Background: an optimization exercise with open tools, aiming at small area, a short achievable clock period and few clock cycles per item. Do not read the settings as production practice. Where RTL was checked, it was by simulation tests only, not by an equivalence proof against the original. No activity file was given, so power comes from the tool's default toggle rates.

==> inputs of zinc <==
Design ALU_top, start of the top module:
module ALU_top(
    input soc_clk,
    input reset,
    input [31:0] ALU_dat1,
    input [31:0] ALU_dat2,
    input [5:0] Instruction_from_CU,
    output ALU_overflow,
    output ALU_con_met,
    output ALU_zero,
    output ALU_err,
    output ALU_ready,
    output [31:0] ALU_out,
    output ALU_accept
);
Settings: LEC_CHECK=0, ABC_AREA=1, CAP_MARGIN=20, CORE_MARGIN=2, CORE_UTILIZATION=60, SLEW_MARGIN=20; clock period 14.0 ns.
standard.sh (not shown) runs the stock make flow with config.mk's settings and CLKGATE_MAP_FILE= SYNTH_SCRIPT=/design/flow/synth_recipe.tcl, a recipe that flattens the netlist after the stock synthesis.
==> flow/flow/run.sh <==
#!/bin/bash
# Standard ORFS layout (the standard.sh), with plain buf_2 port buffers and a
# setup margin so that the repair steps size the logic for a shorter period.
set -euo pipefail
bash standard.sh "BUFFER_PORTS_ARGS=-buffer_cell sky130_fd_sc_hd__buf_2" SETUP_SLACK_MARGIN=8.0 finish > standard.log 2>&1
==> yarrow (differences from zinc) <==
--- a/flow/design.v
+++ b/flow/design.v
@@ -34,17 +34,18 @@
     wire is_sll  = (c == 6'd24) | (c == 6'd29);
     wire is_srl  = (c == 6'd25) | (c == 6'd33);
     wire is_sra  = (c == 6'd26) | (c == 6'd34);
     wire is_slt  = (c == 6'd19) | (c == 6'd30);
     wire is_sltu = (c == 6'd20) | (c == 6'd31);
     wire is_xor  = (c == 6'd21) | (c == 6'd32);
     wire is_or   = (c == 6'd22) | (c == 6'd35);
     wire is_and  = (c == 6'd23) | (c == 6'd36);
-    wire do_sub = ~(c[4] & c[1] & ~c[2] & ~(c[0] ^ c[3]));
+    wire do_sub = ~c[5] & (~c[4] | (c[3] & c[2]) | (~c[3] & ~c[2] & c[1] & c[0]) |
+                           (~c[3] & c[2] & ~c[1] & ~c[0]));
     wire [31:0] bx = b ^ {32{do_sub}};
     wire [31:0] p  = a ^ bx;
     wire [31:0] g  = a & bx;
     wire [31:0] G0 = {g[31:1], g[0] | (p[0] & do_sub)};
     wire [31:0] P0 = p;
     wire [31:0] G1, P1;
     assign G1[0] = G0[0];
     assign P1[0] = P0[0];
@@ -652,18 +653,18 @@
     wire [31:0] r1 = b[1] ? {{2{fill}}, r0[31:2]} : r0;
     wire [31:0] r2 = b[2] ? {{4{fill}}, r1[31:4]} : r1;
     wire [31:0] r3 = b[3] ? {{8{fill}}, r2[31:8]} : r2;
     assign sh_r = b[4] ? {{16{fill}}, r3[31:16]} : r3;
     wire        sel_sum = is_add | is_sub;
     wire [31:0] res_o =
         ({32{is_sll}} & sh_rev) |
         ({32{is_srl | is_sra}} & sh_r) |
-        ({32{is_xor | is_or}} & ~p) |
-        ({32{is_and | is_or}} & a & ~g);
+        ({32{is_xor | is_or}} & p) |
+        ({32{is_and | is_or}} & g);
     wire [31:0] cin_v = {cg[30:0], do_sub};
     wire [31:0] res0 = res_o | ({32{sel_sum}} & p);
     wire [31:0] res1 = res_o | ({32{sel_sum}} & ~p);
     wire [31:0] res;
     generate
         for (gi = 0; gi < 32; gi = gi + 1) begin : RES
             if (gi == 0) begin : B0
                 assign res[gi] = (cin_v[gi] ? res1[gi] : res0[gi]) | slt_bit;
==> flow/flow/run.sh (replaced) <==
#!/bin/bash
# The standard ORFS layout (standard.sh) with these changes:
# - synthesis leaves adders to ABC instead of extracting half/full-adder cells
#   (ADDER_MAP_FILE empty); everything else in synthesis is the standard script,
#   so the registers and their names are the standard synthesis's;
# - plain buf_2 port buffers;
# - a setup margin so that the repair steps size the logic for a shorter period;
# - clock tree synthesis without dummy balancing loads.
set -euo pipefail
bash standard.sh ADDER_MAP_FILE= "BUFFER_PORTS_ARGS=-buffer_cell sky130_fd_sc_hd__buf_2" SETUP_SLACK_MARGIN=8.0 \
  "CTS_ARGS=-sink_clustering_enable -repair_clock_nets -dont_use_dummy_load" finish > standard.log 2>&1
==> comparison table <==
item                                                                    zinc                     yarrow
Run status                                                    finished clean             finished clean
Non-clock inverter count                                                 117                        119
Crit. path cell count                                                     23                         11
Routed via count                                                       7,703                      8,081
Multi-input combinational cell count                                     849                        934
Simple-gate share of the synthesized area                              42.6%                      44.7%
Placer congestion estimate                                              1.02                       1.05
Instance area after placement                                     6620 sq um                 6490 sq um
Total power draw                                                    0.438 mW                   0.439 mW
Fraction of the yosys area taken by sequential cells                   11.4%                      11.7%
GR met2 Demand/Resource                                                63.4%                      63.1%
Critical-path top delay cell                          sky130_fd_sc_hd__buf_6  sky130_fd_sc_hd__clkinv_1
M1 WL                                                                8600 um                    8960 um
Testbench counts of yarrow, summed over its fixed seeds: cycles 24,000, items 12,000.
The RTL of zinc was laid out without a check of its function.

* * *

==> tundra <==
ALU_top, a different RTL version from the one above (not shown whole).
export LEC_CHECK = 0
export CAP_MARGIN = 20
export CORE_MARGIN = 2
export CORE_UTILIZATION = 40
export SLEW_MARGIN = 20
create_clock -name core_clock -period 14.0 [get_ports {soc_clk}]
==> flow/flow/run.sh <==
#!/bin/bash
# Standard ORFS layout (the standard.sh), with plain buf_2 port buffers and a
# setup margin so that the repair steps size the logic for a shorter period.
set -euo pipefail
bash standard.sh "BUFFER_PORTS_ARGS=-buffer_cell sky130_fd_sc_hd__buf_2" SETUP_SLACK_MARGIN=8.0 finish > standard.log 2>&1
==> quartz: changes against tundra <==
--- a/flow/design.v
+++ b/flow/design.v
@@ -37,12 +37,12 @@
     wire is_slt  = (c == 6'd19) | (c == 6'd30);
     wire is_sltu = (c == 6'd20) | (c == 6'd31);
     wire is_xor  = (c == 6'd21) | (c == 6'd32);
     wire is_or   = (c == 6'd22) | (c == 6'd35);
     wire is_and  = (c == 6'd23) | (c == 6'd36);
-    wire do_sub = is_sub | is_beq | is_bne | is_blt | is_bge | is_bltu | is_bgeu |
-                  is_slt | is_sltu;
+    wire do_sub = ~c[5] & (~c[4] | (c[3] & c[2]) | (~c[3] & ~c[2] & c[1] & c[0]) |
+                           (~c[3] & c[2] & ~c[1] & ~c[0]));
     wire [31:0] bx = b ^ {32{do_sub}};
     wire [31:0] p  = a ^ bx;
     wire [31:0] g  = a & bx;
     wire [31:0] G0 = {g[31:1], g[0] | (p[0] & do_sub)};
     wire [31:0] P0 = p;
==> flow/flow/run.sh (replaced) <==
#!/bin/bash
# Standard ORFS layout (the standard.sh), with plain buf_2 port buffers and a
# setup margin so that the repair steps size the logic for a shorter period.
set -euo pipefail
bash standard.sh "BUFFER_PORTS_ARGS=-buffer_cell sky130_fd_sc_hd__buf_2" SETUP_SLACK_MARGIN=8.5 finish > standard.log 2>&1
==> qor summary <==
| metric | tundra | quartz |
|---|---|---|
| Run status | finished clean | finished clean |
| Sequential element share of the synthesized area | 0.117 | 0.115 |
| Non-clock inverter instance count of the final layout | 10 | 16 |
| Number of buffers other than clock buffers in the final layout | 176 | 184 |
| Final weighted congestion in routability-driven placement | 1.07 | 1.04 |
| Proportion of cell area occupied by registers | 0.0895 | 0.0837 |
| Number of standard cells after synthesis | 708 | 736 |
| Max Clk Rate | 0.161 GHz | 0.164 GHz |
| Global Route met1 Usage | 0.442 | 0.459 |
| Combinational-cell power consumption | 376 uW | 409 uW |
| Detailed Route WL | 27600 um | 28900 um |
| Clock Pin Slew Worst Setup and Hold Paths | 0.07 ns | 0.06 ns |
| Yosys top cell area share | 0.185 | 0.159 |
| Power in the clock group | 118 uW | 150 uW |
| Netlist area before placement | 0.00598 mm^2 | 0.00608 mm^2 |
Testbench counts of tundra, summed over its fixed seeds: cycles 24,000, items 12,000.
For quartz, only the layout was checked, not whether the RTL still works.

what the ideal ports hide:
The results above use ideal ports. As a check the final layouts listed here were re-extracted and re-timed, cells and wires unchanged.
Step 1 sets driving cells, clkbuf_16 on the clock port and buf_2 on the other inputs (assumed; they add their load-dependent delay and slew).
Step 2 moves the port delays by t, midway between the first and last clock arrival at a register: inputs arrive t later, outputs are due t later. That takes back most of the time a late clock gives input paths.
Slacks: no drivers / after step 1 / after step 2; pairs: no drivers / after step 1.
run	t (ns)	slack for setup (ns)	hold slack, ns	latest minus earliest clock arrival (ns)	cell pins on the clock port's net
zinc	0.328	8.187 / 8.196 / 7.868	0.460 / 0.460 / 0.460	0.006 / 0.007	1
yarrow	0.326	8.244 / 8.260 / 7.934	0.432 / 0.432 / 0.432	0.015 / 0.014	1
tundra	0.316	7.786 / 7.781 / 7.465	0.441 / 0.441 / 0.441	0.014 / 0.014	1
quartz	0.327	7.902 / 7.893 / 7.567	0.433 / 0.433 / 0.433	0.014 / 0.015	1
After both steps every run listed still meets setup and hold. For quartz, which loses most, drivers alone change the setup slack by -0.009 ns; drivers and shift together by -0.335 ns.
